This design comes from an exercise in tuning for small area on the open sky130 flow, not from production work. In this exercise RTL edits were held to simulation tests only and were not proved equivalent to the original. Power figures rest on the tool's default switching activity, not on a simulated workload.

==> branch fjord <==
// ee354_mastermind_top_A7
module ee354_mastermind_top_A7(
    input  wire       ClkPort,
    input  wire       Reset,
    input  wire       BtnL, BtnU, BtnD, BtnR, BtnC,
    input  wire       Sw5, Sw4, Sw3, Sw2, Sw1, Sw0,
    input  wire [11:0] Answer,
    output wire       hSync, vSync,
    output wire [3:0] vgaR, vgaG, vgaB
);
clock: 14.0 ns
lec_check: 0
cap_margin: 20
core_margin: 2
core_utilization: 40
place_density: 0.6
slew_margin: 20
run.sh (not shown) runs the stock make flow with config.mk's settings and CLKGATE_MAP_FILE= SYNTH_SCRIPT=/design/flow/synth_recipe.tcl, a recipe that flattens the netlist after the stock synthesis.
==> inputs of branch zinc, as changes to branch fjord <==
--- a/flow/design.v
+++ b/flow/design.v
@@ -1,22 +1,24 @@
 module ee354_debouncer(CLK, RESET, PB, SCEN);
   input  CLK, RESET, PB;
   output SCEN;
   localparam [2:0]
-    INI   = 3'd0,
-    W84   = 3'd1,
+    INI   = 3'd7,
+    W84   = 3'd4,
     WS    = 3'd2,
-    MCEN  = 3'd3,
-    CCEN  = 3'd4,
-    MCONT = 3'd5,
-    CCR   = 3'd6,
-    WFCR  = 3'd7;
+    MCEN  = 3'd0,
+    CCEN  = 3'd3,
+    MCONT = 3'd1,
+    CCR   = 3'd5,
+    WFCR  = 3'd6;
   reg       scen;       
   reg [2:0] st;         
   reg [7:0] cnt;        
-  reg [3:0] mc;         
+  reg [2:0] mc;         
   assign SCEN = scen;
+  wire t8   = cnt[7];
+  wire t128 = cnt[7] & cnt[5] & cnt[4] & cnt[2] & cnt[1];
   always @(posedge CLK or posedge RESET) begin
     if (RESET) begin
       scen <= 1'b0;
       st   <= INI;
     end else if (scen) begin
@@ -24,31 +26,31 @@
       st   <= WS;
     end else begin
       case (st)
         INI:   if (PB) st <= W84;
         W84:   if (!PB) st <= INI;
-               else if (cnt[3]) begin scen <= 1'b1; st <= INI; end
+               else if (t8) begin scen <= 1'b1; st <= INI; end
         WS:    if (!PB) st <= CCR;
-               else if (cnt[7]) st <= MCEN;
+               else if (t128) st <= MCEN;
         MCEN:  st <= CCEN;
         CCEN:  if (!PB) st <= CCR;
-               else if (cnt[7]) st <= (mc == 4'd8) ? MCONT : MCEN;
+               else if (t128) st <= (mc == 3'd0) ? MCONT : MCEN;
         MCONT: if (!PB) st <= CCR;
         CCR:   st <= WFCR;
         WFCR:  if (PB) st <= WS;
-               else if (cnt[3]) st <= INI;
+               else if (t8) st <= INI;
       endcase
     end
   end
   wire clr_cnt = scen | (st == INI) | (st == MCEN) | (st == CCR);
   wire clr_mc  = !scen & ((st == INI) | (st == CCR));
   wire inc_mc  = scen | (st == MCEN);
   always @(posedge CLK) begin
     if (clr_cnt) cnt <= 8'd0;
-    else         cnt <= cnt + 8'd1;
-    if (clr_mc)      mc <= 4'd0;
-    else if (inc_mc) mc <= mc + 4'd1;
+    else         cnt <= {cnt[6:0], ~(cnt[7] ^ cnt[4])};
+    if (clr_mc)      mc <= 3'd0;
+    else if (inc_mc) mc <= mc + 3'd1;
   end
 endmodule
 module mastermind_core(
     input  wire        Clk,
     input  wire        Reset,
@@ -60,22 +62,32 @@
     input  wire        BtnR,
     output reg  [1:0]  index,
     output reg  [2:0]  guess_num,
     output wire        q_Input,
     output wire        q_DoneC,
-    output reg  [11:0] cgd,
+    output reg  [11:0] board,
     output reg  [59:0] frozen
 );
     localparam [2:0] START = 3'b000, INPUT = 3'b001, CHECK = 3'b010,
                      DONEC = 3'b100, DONENC = 3'b110;
     reg [2:0]  state;
     reg [11:0] target;
-    reg [11:0] current_guess;
+    reg        pv;         
+    reg [1:0]  pcol;       
+    reg [2:0]  pcolor;     
     assign q_Input = state[0];
     assign q_DoneC = state[2] & ~state[1];
     wire is_start = (state == START);
     wire is_check = (state == CHECK);
+    reg [11:0] current_guess;
+    integer j;
+    always @* begin
+        current_guess = board;
+        for (j = 0; j < 4; j = j + 1)
+            if (pv && pcol == j)
+                current_guess[j*3 +: 3] = pcolor;
+    end
     wire all_filled =
         current_guess[ 2:0] != 3'd0 &&
         current_guess[ 5:3] != 3'd0 &&
         current_guess[ 8:6] != 3'd0 &&
         current_guess[11:9] != 3'd0;
@@ -83,11 +95,12 @@
     wire commit = is_check && !match && guess_num != 3'd5;
     always @(posedge Clk or posedge Reset) begin
         if (Reset) begin
             state     <= START;
             guess_num <= 3'd0;
-            cgd       <= 12'd0;
+            board     <= 12'd0;
+            pv        <= 1'b0;
         end else begin
             case (state)
               START:  state <= INPUT;
               INPUT:  if (check_guess && all_filled) state <= CHECK;
               CHECK:  if (match) state <= DONEC;
@@ -96,28 +109,26 @@
               DONEC:  ;
               DONENC: ;
               default: state <= START;
             endcase
             if (commit) guess_num <= guess_num + 3'd1;
-            cgd <= (is_start || commit) ? 12'd0 : current_guess;
+            board <= (is_start || commit) ? 12'd0 : current_guess;
+            pv    <= q_Input && confirm_color;
         end
     end
     integer k;
     always @(posedge Clk) begin
+        pcol   <= index;
+        pcolor <= current_color;
         if (is_start) begin
-            index         <= 2'd0;
-            target        <= correct_answer;
-            current_guess <= 12'd0;
+            index  <= 2'd0;
+            target <= correct_answer;
         end else if (q_Input) begin
             if (BtnR && index != 2'b11)
               index <= index + 2'd1;
             else if (BtnL && index != 2'b00)
               index <= index - 2'd1;
-            if (confirm_color)
-              current_guess[index*3 +: 3] <= current_color;
-        end else if (commit) begin
-            current_guess <= 12'd0;
         end
         for (k = 0; k < 5; k = k + 1)
             if (commit && guess_num == k)
                 frozen[k*12 +: 12] <= current_guess;
     end
@@ -126,11 +137,11 @@
     input             clk,
     input             bright,
     input       [9:0] hc,
     input       [9:0] vc,
     input      [59:0] frozen,
-    input      [11:0] cgd,
+    input      [11:0] board,
     input       [2:0] guess_num,
     input             q_Input,
     input       [1:0] cursor_index,
     input       [2:0] current_color,
     input             q_DoneC,
@@ -141,37 +152,40 @@
   wire [5:0] dx  = hc[5:0];
   wire [5:0] dy  = vc[5:0];
   wire in_x = hc[9] & ~hc[8] & ~(col == 2'd3 && dx >= 6'd48);
   wire in_y = vc[9] & (row < 3'd5 || (row == 3'd5 && dy < 6'd48));
   wire in_grid = in_x & in_y;
-  wire [5:0] adx = dx[5] ? dx - 6'd24 : (dx >= 6'd24 ? dx - 6'd24 : 6'd24 - dx);
-  wire [5:0] ady = dy[5] ? dy - 6'd24 : (dy >= 6'd24 ? dy - 6'd24 : 6'd24 - dy);
-  reg  [4:0] half;
+  wire [5:0] ax = (dx < 6'd24) ? (6'd24 - dx) : (dx - 6'd24);
+  wire [5:0] ay = (dy < 6'd24) ? (6'd24 - dy) : (dy - 6'd24);
+  reg [4:0] half;    
   always @* begin
-    case (ady[4:0])
-      5'd0: half = 5'd16;
+    case (ay[4:0])
+      5'd0:                         half = 5'd16;
       5'd1, 5'd2, 5'd3, 5'd4, 5'd5: half = 5'd15;
-      5'd6, 5'd7: half = 5'd14;
-      5'd8, 5'd9: half = 5'd13;
-      5'd10: half = 5'd12;
-      5'd11: half = 5'd11;
-      5'd12: half = 5'd10;
-      5'd13: half = 5'd9;
-      5'd14: half = 5'd7;
-      5'd15: half = 5'd5;
-      default: half = 5'd0;
+      5'd6, 5'd7:                   half = 5'd14;
+      5'd8, 5'd9:                   half = 5'd13;
+      5'd10:                        half = 5'd12;
+      5'd11:                        half = 5'd11;
+      5'd12:                        half = 5'd10;
+      5'd13:                        half = 5'd9;
+      5'd14:                        half = 5'd7;
+      5'd15:                        half = 5'd5;
+      default:                      half = 5'd0;
     endcase
   end
-  wire circ = (ady <= 6'd16) && (adx <= {1'b0, half});
+  wire circ = (ay <= 6'd16) && (ax <= {1'b0, half});
+  wire [3:0] cs = 4'b1 << col;
+  wire [7:0] rs = 8'b1 << row;
   reg [2:0] peg;
+  integer i, j;
   always @* begin
-    if (row < guess_num)
-      peg = frozen[row*12 + col*3 +: 3];
-    else if (row == guess_num)
-      peg = cgd[col*3 +: 3];
-    else
-      peg = 3'd0;
+    peg = 3'd0;
+    for (i = 0; i < 5; i = i + 1)
+      for (j = 0; j < 4; j = j + 1)
+        peg = peg | ({3{rs[i] & cs[j] & (i < guess_num)}} & frozen[i*12 + j*3 +: 3]);
+    for (j = 0; j < 4; j = j + 1)
+      peg = peg | ({3{(row == guess_num) & cs[j]}} & board[j*3 +: 3]);
   end
   wire active = q_Input && (row == guess_num);
   wire cursor = active && (col == cursor_index);
   wire border = (dx < 6'd2) || (dx >= 6'd46) || (dy < 6'd2) || (dy >= 6'd46);
   reg [2:0] c;
@@ -248,11 +262,11 @@
     .CLK(sys_clk), .RESET(btn_reset), .PB(BtnL), .SCEN(left_db)
   );
   wire [1:0]  cursor_index;
   wire [2:0]  guessNumber;
   wire        q_Input, q_DoneC;
-  wire [11:0] cgd;
+  wire [11:0] board;
   wire [59:0] frozen;
   reg  [2:0]  current_color;
   always @(posedge sys_clk or posedge game_reset) begin
     if (game_reset)
       current_color <= 3'd0;
@@ -278,11 +292,11 @@
     .BtnR           (right_db),
     .index          (cursor_index),
     .guess_num      (guessNumber),
     .q_Input        (q_Input),
     .q_DoneC        (q_DoneC),
-    .cgd            (cgd),
+    .board            (board),
     .frozen         (frozen)
   );
   wire       bright;
   wire [9:0] hc, vc;
   display_controller dc(
@@ -299,11 +313,11 @@
     .clk           (sys_clk),
     .bright        (bright),
     .hc            (hc),
     .vc            (vc),
     .frozen        (frozen),
-    .cgd           (cgd),
+    .board           (board),
     .guess_num     (guessNumber),
     .q_Input       (q_Input),
     .cursor_index  (cursor_index),
     .current_color (current_color),
     .q_DoneC       (q_DoneC),
==> notes <==
- In branch zinc the register-to-register slack is better than in branch fjord, by 810 ps.
- Between branch fjord and branch zinc, the lower die area is in branch zinc (gap about 24%, measured against branch zinc).
- In branch fjord the critical path depth is higher than in branch zinc, by 3.
- In branch fjord the final cell count is larger than in branch zinc, by 31%.
- Of branch zinc and branch fjord, branch zinc has the higher clock skew (gap 5.2 ps).
- Against branch zinc, the combinational power of branch fjord is larger by 23%.
- First-iteration DRC count: branch zinc is smaller than branch fjord (35%).
==> figures <==
| item | branch fjord | branch zinc |
|---|---|---|
| Run status | no timing/DRC/antenna violations | no timing/DRC/antenna violations |
| Pin count of the biggest net entering global routing | 57 | 36 |
| Ratio of layout area to synthesized area | 1.113x | 1.111x |
| Power Dens Cells | 130 nW/µm² | 139 nW/µm² |
| Worst reg2reg startpoint | dc.hc[6] | dc.vc[1] |
| Met2 usage in global routing | 27.0% | 25.8% |
| Worst hold path endpoint | db_reset.cnt[0] | core_u.pcolor[2] |
| Fraction of area in non-clock buffers | 3.21% | 3.81% |
| Multi-input gate area | 6460 µm² | 4360 µm² |
| Die W | 180 µm | 161 µm |
| Post-synth design cell area | 12,300 µm² | 9890 µm² |
| P_leak | 5.05 nW | 4.13 nW |
| Post-synth top area share | 17.5% | 21.9% |
| Number of placed instances with taps included | 1,647 | 1,264 |
| Fill cells | 2,869 | 2,274 |
| # clock sinks | 210 | 199 |

## what the ideal ports hide
The flow's constraints put no driver on any port. The routed layouts listed below were extracted and timed again, unchanged, in two steps.
Step 1 (the two cells are an assumption about what drives the block):
set clk [get_ports {ClkPort}]
set_driving_cell -lib_cell sky130_fd_sc_hd__clkbuf_16 $clk
set_driving_cell -lib_cell sky130_fd_sc_hd__buf_2 [delete_from_list [all_inputs] $clk]
Step 2, shift: input delay + t, output delay - t, t = (earliest + latest rising clock arrival at the registers) / 2. This alone moves slack from input paths to output paths.
a / b / c = ideal ports / drivers / drivers and shift; a / b = the first two.
| run | t (ns) | setup WS [ns] | worst setup path at the end | worst data-port slew with drivers (ns) |
|---|---|---|---|---|
| branch fjord | 0.558 | 8.127 / 8.081 / 8.639 | register to output | 0.04 |
| branch zinc | 0.476 | 8.841 / 8.795 / 9.272 | register to output | 0.03 |
After both steps setup and hold are still met in every run listed.
